From an optimization exercise on the open Yosys and OpenROAD flow, aimed at small area and a short achievable clock period; shortcuts taken in it are not production practice.
At most, simulation tests tie the RTL to the original design; equivalence was not proved.
Power is estimated from default activity; no workload was simulated.

job 3561:
// bcd_top
module bcd_top (
  input  wire        clk,
  input  wire [15:0] bin_in,
  output reg  [18:0] bcd_out
);
Size in the first run: ~460 cells after synthesis, roughly 36 I/O pins, ~0.0029 sq mm of cells after synthesis.
clock: 12.0 ns
lec_check: 0
cap_margin: 20
core_margin: 2
core_utilization: 65
cts_buf_list: sky130_fd_sc_hd__clkbuf_4
cts_cluster_size: 40
place_density: 0.75
slew_margin: 20
standard.sh (not shown) runs the stock make flow with config.mk's settings and CLKGATE_MAP_FILE= SYNTH_SCRIPT=/design/flow/synth_recipe.tcl, a recipe that flattens the netlist after the stock synthesis.
==> flow/flow/run.sh <==
#!/bin/bash
# Own layout flow: the standard ORFS flow, with these changes:
#  - synthesis maps the logic with flow/abc_area.script (area-oriented ABC
#    mapping) instead of ORFS's; everything else in synthesis is synth_recipe.tcl
#  - no half/full-adder extraction before ABC (ADDER_MAP_FILE empty)
#  - every port gets a $PORTBUF buffer
#  - placement/CTS/route timing repair aims at a setup margin of $MARGIN ns
set -uo pipefail
HERE=$(pwd)
source flow/params.sh
# scripts folder = ORFS scripts with our ABC script in place of abc_area.script
mkdir -p scripts_ovr
for f in "$FLOW_HOME"/scripts/*; do ln -sf "$f" scripts_ovr/; done
rm -f scripts_ovr/abc_area.script
cp flow/abc_area.script scripts_ovr/abc_area.script
{ echo "set ::env(SCRIPTS_DIR) $HERE/scripts_ovr"; cat synth_recipe.tcl; } > my_synth.tcl
bash standard.sh SYNTH_SCRIPT=$HERE/my_synth.tcl ADDER_MAP_FILE= ABC_AREA=1 ABC_CLOCK_PERIOD_IN_PS=$ABC_D synth > synth.log 2>&1 || { tail -50 synth.log; exit 1; }
bash standard.sh SETUP_SLACK_MARGIN=$MARGIN "BUFFER_PORTS_ARGS=-buffer_cell $PORTBUF" $EXTRA finish > finish.log 2>&1 || { tail -50 finish.log; exit 1; }
==> flow/flow/abc_area.script <==
strash
dc2
dch
map -D 2400
topo
stime -c
upsize -c
dnsize -c
==> flow/flow/params.sh <==
ABC_D=4000
MARGIN=0
EXTRA=""
PORTBUF=sky130_fd_sc_hd__buf_1
Input-level comparison between job 3099 and job 3561:
==> flow/flow/abc_area.script <==
strash
dc2
dch
map -D 2600
topo
stime -c
buffer -c
upsize -c
dnsize -c
==> flow/flow/params.sh <==
ABC_D=4000
MARGIN=8.4
EXTRA="SETUP_MOVE_SEQUENCE=sizeup,swap SKIP_GATE_CLONING=1 SKIP_LAST_GASP=1"
PORTBUF=sky130_fd_sc_hd__buf_1
### Flow results
- Job 3099 — relative area of non-clock buffer cells in the final design 0.36 points lower, job 3561 as reference
- In job 3099 the post-layout total power turned out 0.038 mW higher than in job 3561.
- Share of total power in the clock network: job 3099 lower than job 3561
- Looking at area of the die across job 3561 and job 3099, the one that comes out higher is job 3561.
- [compare] base=job 3561 new=job 3099: routed wire length grew by about 24%; fraction of power spent switching nets picked up an extra 1.7 points; number of detailed-routing iterations run before antenna repair increased 1; total global routing track utilization went down by 1.2 points.
- ~same DRC violation count after routing in job 3561 and job 3099
diff inputs: job 3099 => job 2878
==> flow/flow/abc_area.script <==
strash
dc2
dch
map -D 2300
topo
stime -c
buffer -c
upsize -c
dnsize -c
==> flow/flow/params.sh <==
ABC_D=4000
MARGIN=0
EXTRA=""
PORTBUF=sky130_fd_sc_hd__buf_1
[summary]
- Job 2878 | status: complete | timing, DRC, antenna: pass
- Measured against each other, job 2878 and job 3099 differ in placed wire-length estimate after detailed placement, the lower figure coming from job 3099.
- A cell with the largest stage delay on the worst path of dfxtp_1 is what job 2878 shows, while dfxtp_4 belongs to job 3099.
- Job 3099 → job 2878: inverter count now sits lower, cell depth of the worst min-delay path now sits at about the same level, total power now sits lower.
- Looking at termination of the worst setup path, the bcd_out[12] result is from job 3099; the bcd_out[14] one comes from job 2878.
- The higher sequential fraction of total cell area came out of job 2878.
- Job 2878 against job 3099: maximum number of pins on one net before global-route repair shows an increase of 1; final RePlAce weighted congestion shows a reduction of about 6%; power share of the sequential group shows an increase of 0.7 points; worst hold slack shows no meaningful change.
- Portion of total power attributed to combinational logic down 1.5 points in job 2878 wrt job 3099
- Looking at job 2878 and job 3099, the largest buffer count on any clock path is a wash.
Modified inputs, job 2654 compared to job 2878
- CTS_CLUSTER_SIZE changed from 40 to 25
==> flow/flow/abc_area.script <==
strash
dc2
dch
map -D 2400
topo
stime -c
upsize -c
dnsize -c
==> comparison <==
Job 2654: flow completed, timing, DRC and antenna clean
Row fraction of power consumed by combinational cells: job 2654 lower / job 2878 higher
Critical path depth up 24% in job 2654 wrt job 2878
The multi-input gate area in the final layout of job 2654 falls short of that of job 2878 by about 7%.
Compared to job 2878, the routing of job 2654 uses less wire.
Diff job 2878 -> job 2654: wire length on met1 went down by 240 um; compound-cell area share of the yosys netlist comparable; global routing met1 resource utilization now smaller.
Relative to job 2654, the following input files were edited for job 8669:
- changing CORE_UTILIZATION from 65 to 55
- changing PLACE_DENSITY from 0.75 to 0.7
- removing CTS_BUF_LIST (formerly sky130_fd_sc_hd__clkbuf_4)
- removing CTS_CLUSTER_SIZE (formerly 25)
==> flow/flow/abc_area.script <==
strash
dch
map -D 3000
topo
stime -c
buffer -c
upsize -c
dnsize -c
==> flow/flow/params.sh <==
ABC_D=4000
MARGIN=8.6
EXTRA=""
PORTBUF=sky130_fd_sc_hd__buf_1
Results
- Final area ended up 31% higher on job 8669 than on job 2654.
- What job 8669 reported for routed wire length has to be multiplied by 0.59 to get the figure for job 2654.
- Register bit total from synthesis came out exactly the same in job 8669 and job 2654.
For job 173, these inputs were changed with respect to job 8669:
- swapping 55 for 65 in CORE_UTILIZATION
- putting CTS_BUF_LIST at sky130_fd_sc_hd__clkbuf_4 where nothing was set
- swapping 0.7 for 0.75 in PLACE_DENSITY
- putting CTS_CLUSTER_SIZE at 40 where nothing was set
==> flow/flow/abc_area.script <==
strash
dc2
dch
map -D 2400
topo
stime -c
buffer -c
upsize -c
dnsize -c
==> flow/flow/params.sh <==
ABC_D=4000
MARGIN=0
EXTRA=""
PORTBUF=sky130_fd_sc_hd__buf_1
Notes after the runs:
Via total after detailed routing: job 173 vs job 8669 down 703
Job 173 vs job 8669, mean instance size in the synthesized netlist went up by 3.6%.
Taking job 8669 as the reference point, the worst setup slack of job 173 rises by 0.54 ns.
Portion of the clock cycle consumed by the worst path in the final layout came out lower on job 173 than on job 8669.
The first-pass GRT wire length in job 173 was lower than what job 8669 gave.
Relative to job 8669, met1 track utilization from global routing has increased by 0.97 points in job 173.
In the metrics for job 8669 and job 173, the one carrying the lower hold slack is job 8669.
Summary of the comparison: post-synthesis compound-gate area fraction is higher in job 173, relative to job 8669.

---

== wip/raven ==
bcd_top again, from the RTL that the note above started with.
export LEC_CHECK = 0
export CAP_MARGIN = 20
export CORE_MARGIN = 2
export CORE_UTILIZATION = 80
export CTS_BUF_LIST = sky130_fd_sc_hd__clkbuf_4
export CTS_CLUSTER_SIZE = 40
export PLACE_DENSITY = 0.9
export SLEW_MARGIN = 20
create_clock -name core_clock -period 12.0 [get_ports {clk}]
==> flow/flow/abc_area.script <==
strash
dc2
dch
map -D 2600
topo
stime -c
buffer -c
upsize -c
dnsize -c
==> flow/flow/params.sh <==
ABC_D=4000
MARGIN=0
EXTRA=""
PORTBUF=sky130_fd_sc_hd__buf_1
Scripts as last shown in full above: flow/flow/run.sh
wip/raven: GPL-0301 in global placement (3_3_place_gp) -> run aborted
Input-level comparison between wip/ember and wip/raven:
Settings: PLACE_DENSITY: 0.9 -> 0.75; CORE_UTILIZATION: 80 -> 65.
==> flow/flow/abc_area.script <==
strash
dch
map -D 3000
topo
stime -c
buffer -c
upsize -c
dnsize -c
Results
wip/ember has completed all stages; timing, DRC and antenna checks passed.
Going from wip/raven to wip/ember, multiplexer fraction of the synthesized cell area saw an increase, synthesized area shows no meaningful change, die height grew by 6.5 um.
Input changes introduced in wip/juniper (baseline for comparison: wip/ember):
Settings: CTS_BUF_LIST changed from sky130_fd_sc_hd__clkbuf_4 to sky130_fd_sc_hd__clkbuf_8.
==> flow/flow/abc_area.script <==
strash
dc2
dch
map -D 2400
topo
stime -c
upsize -c
dnsize -c
Worst setup slack was higher in the run labelled wip/juniper. wip/juniper vs. wip/ember: fraction of area in registers went down by 0.75 points. Number of logic stages on the critical path including buffering for wip/juniper is higher than for wip/ember. Looking at share of the core filled with cells, wip/juniper sits 2.3 points below wip/ember. Fmax: wip/juniper above wip/ember. Looking only at synthesized cell count, and setting everything else aside, the higher value of wip/ember and wip/juniper goes to wip/ember.

---

Setup of delta:
Another version of the RTL of bcd_top (not shown whole).
For scale: roughly 460 cells after synthesis, about 36 I/O pins.
==> flow/config.mk <==
export PLATFORM = sky130hd
export DESIGN_NAME = bcd_top
export DESIGN_NICKNAME = bcd_top
export VERILOG_FILES = /design/flow/design.v
export SDC_FILE = /design/flow/constraint.sdc
export NUM_CORES = 4
export LEC_CHECK = 0
export CAP_MARGIN = 20
export CORE_MARGIN = 2
export CORE_UTILIZATION = 65
export CTS_BUF_LIST = sky130_fd_sc_hd__clkbuf_4
export CTS_CLUSTER_SIZE = 40
export PLACE_DENSITY = 0.75
export SLEW_MARGIN = 20
==> flow/constraint.sdc <==
create_clock -name core_clock -period 12.0 [get_ports {clk}]
set_input_delay 2.4000 -clock core_clock [delete_from_list [all_inputs] [get_ports {clk}]]
set_output_delay 2.4000 -clock core_clock [all_outputs]
set_load 0.01 [all_outputs]
==> flow/flow/abc_area.script <==
strash
dc2
dch
map -D 2400
topo
stime -c
upsize -c
dnsize -c
Scripts as last shown in full above: flow/flow/run.sh, flow/flow/params.sh
### delta -> tundra
-- flow/flow/abc_area.script --
<<< delta, line 7
>>> tundra, line 7
buffer -c
==> comparison <==
- Summary: with delta as the reference, switching component of the power in tundra moved down slightly.
- Floorplan core area, tundra vs delta: up by a few percent
- delta consumes more power than tundra.
- Setup slack: tundra more than delta
- Compared with delta, tundra shows a first-iteration DRC count that is 8 lower.
- Diff delta -> tundra: count of unique library cells instantiated by Yosys went up 1; final period demand of the worst path fell 130 ps.
- Setup slack after placement: tundra > delta
- | synthesis-to-layout area growth | higher: delta |
- Of delta and tundra, the higher area after synthesis belongs to tundra.
- Share of total power in combinational logic in tundra is 2.1 points above delta.
No functional check of the RTL was part of any run of this note.

==> port drivers added, routing unchanged <==
The results above use ideal ports. As a check the final layouts listed here were re-extracted and re-timed, cells and wires unchanged. Step 1 (the two cells are an assumption about what drives the block):
set clk [get_ports {clk}]
set_driving_cell -lib_cell sky130_fd_sc_hd__clkbuf_16 $clk
set_driving_cell -lib_cell sky130_fd_sc_hd__buf_2 [delete_from_list [all_inputs] $clk]
Step 2, shift: input delay + t, output delay - t, t = (earliest + latest rising clock arrival at the registers) / 2. This alone moves slack from input paths to output paths. a / b / c = no drivers / after step 1 / after step 2; a / b = the first two.
run | shift t [ns] | setup slack, ns | slew at the worst register clock pin (ns) | worst data-port slew with drivers (ns)
job 3561 | 0.376 | 8.531 / 8.531 / 8.531 | 0.12 / 0.12 | 0.03
job 3099 | 0.379 | 8.185 / 8.185 / 8.185 | 0.11 / 0.11 | 0.03
job 2878 | 0.367 | 8.457 / 8.457 / 8.457 | 0.11 / 0.11 | 0.03
job 2654 | 0.376 | 8.531 / 8.531 / 8.531 | 0.12 / 0.12 | 0.03
job 8669 | 0.324 | 7.900 / 7.900 / 7.900 | 0.09 / 0.09 | 0.03
job 173 | 0.367 | 8.445 / 8.445 / 8.445 | 0.12 / 0.12 | 0.03
wip/ember | 0.370 | 8.116 / 8.116 / 8.116 | 0.12 / 0.12 | 0.03
wip/juniper | 0.310 | 8.539 / 8.539 / 8.539 | 0.08 / 0.08 | 0.03
delta | 0.360 | 8.266 / 8.266 / 8.266 | 0.11 / 0.11 | 0.03
tundra | 0.364 | 8.398 / 8.398 / 8.398 | 0.11 / 0.11 | 0.03
After both steps setup and hold are still met in every run listed.
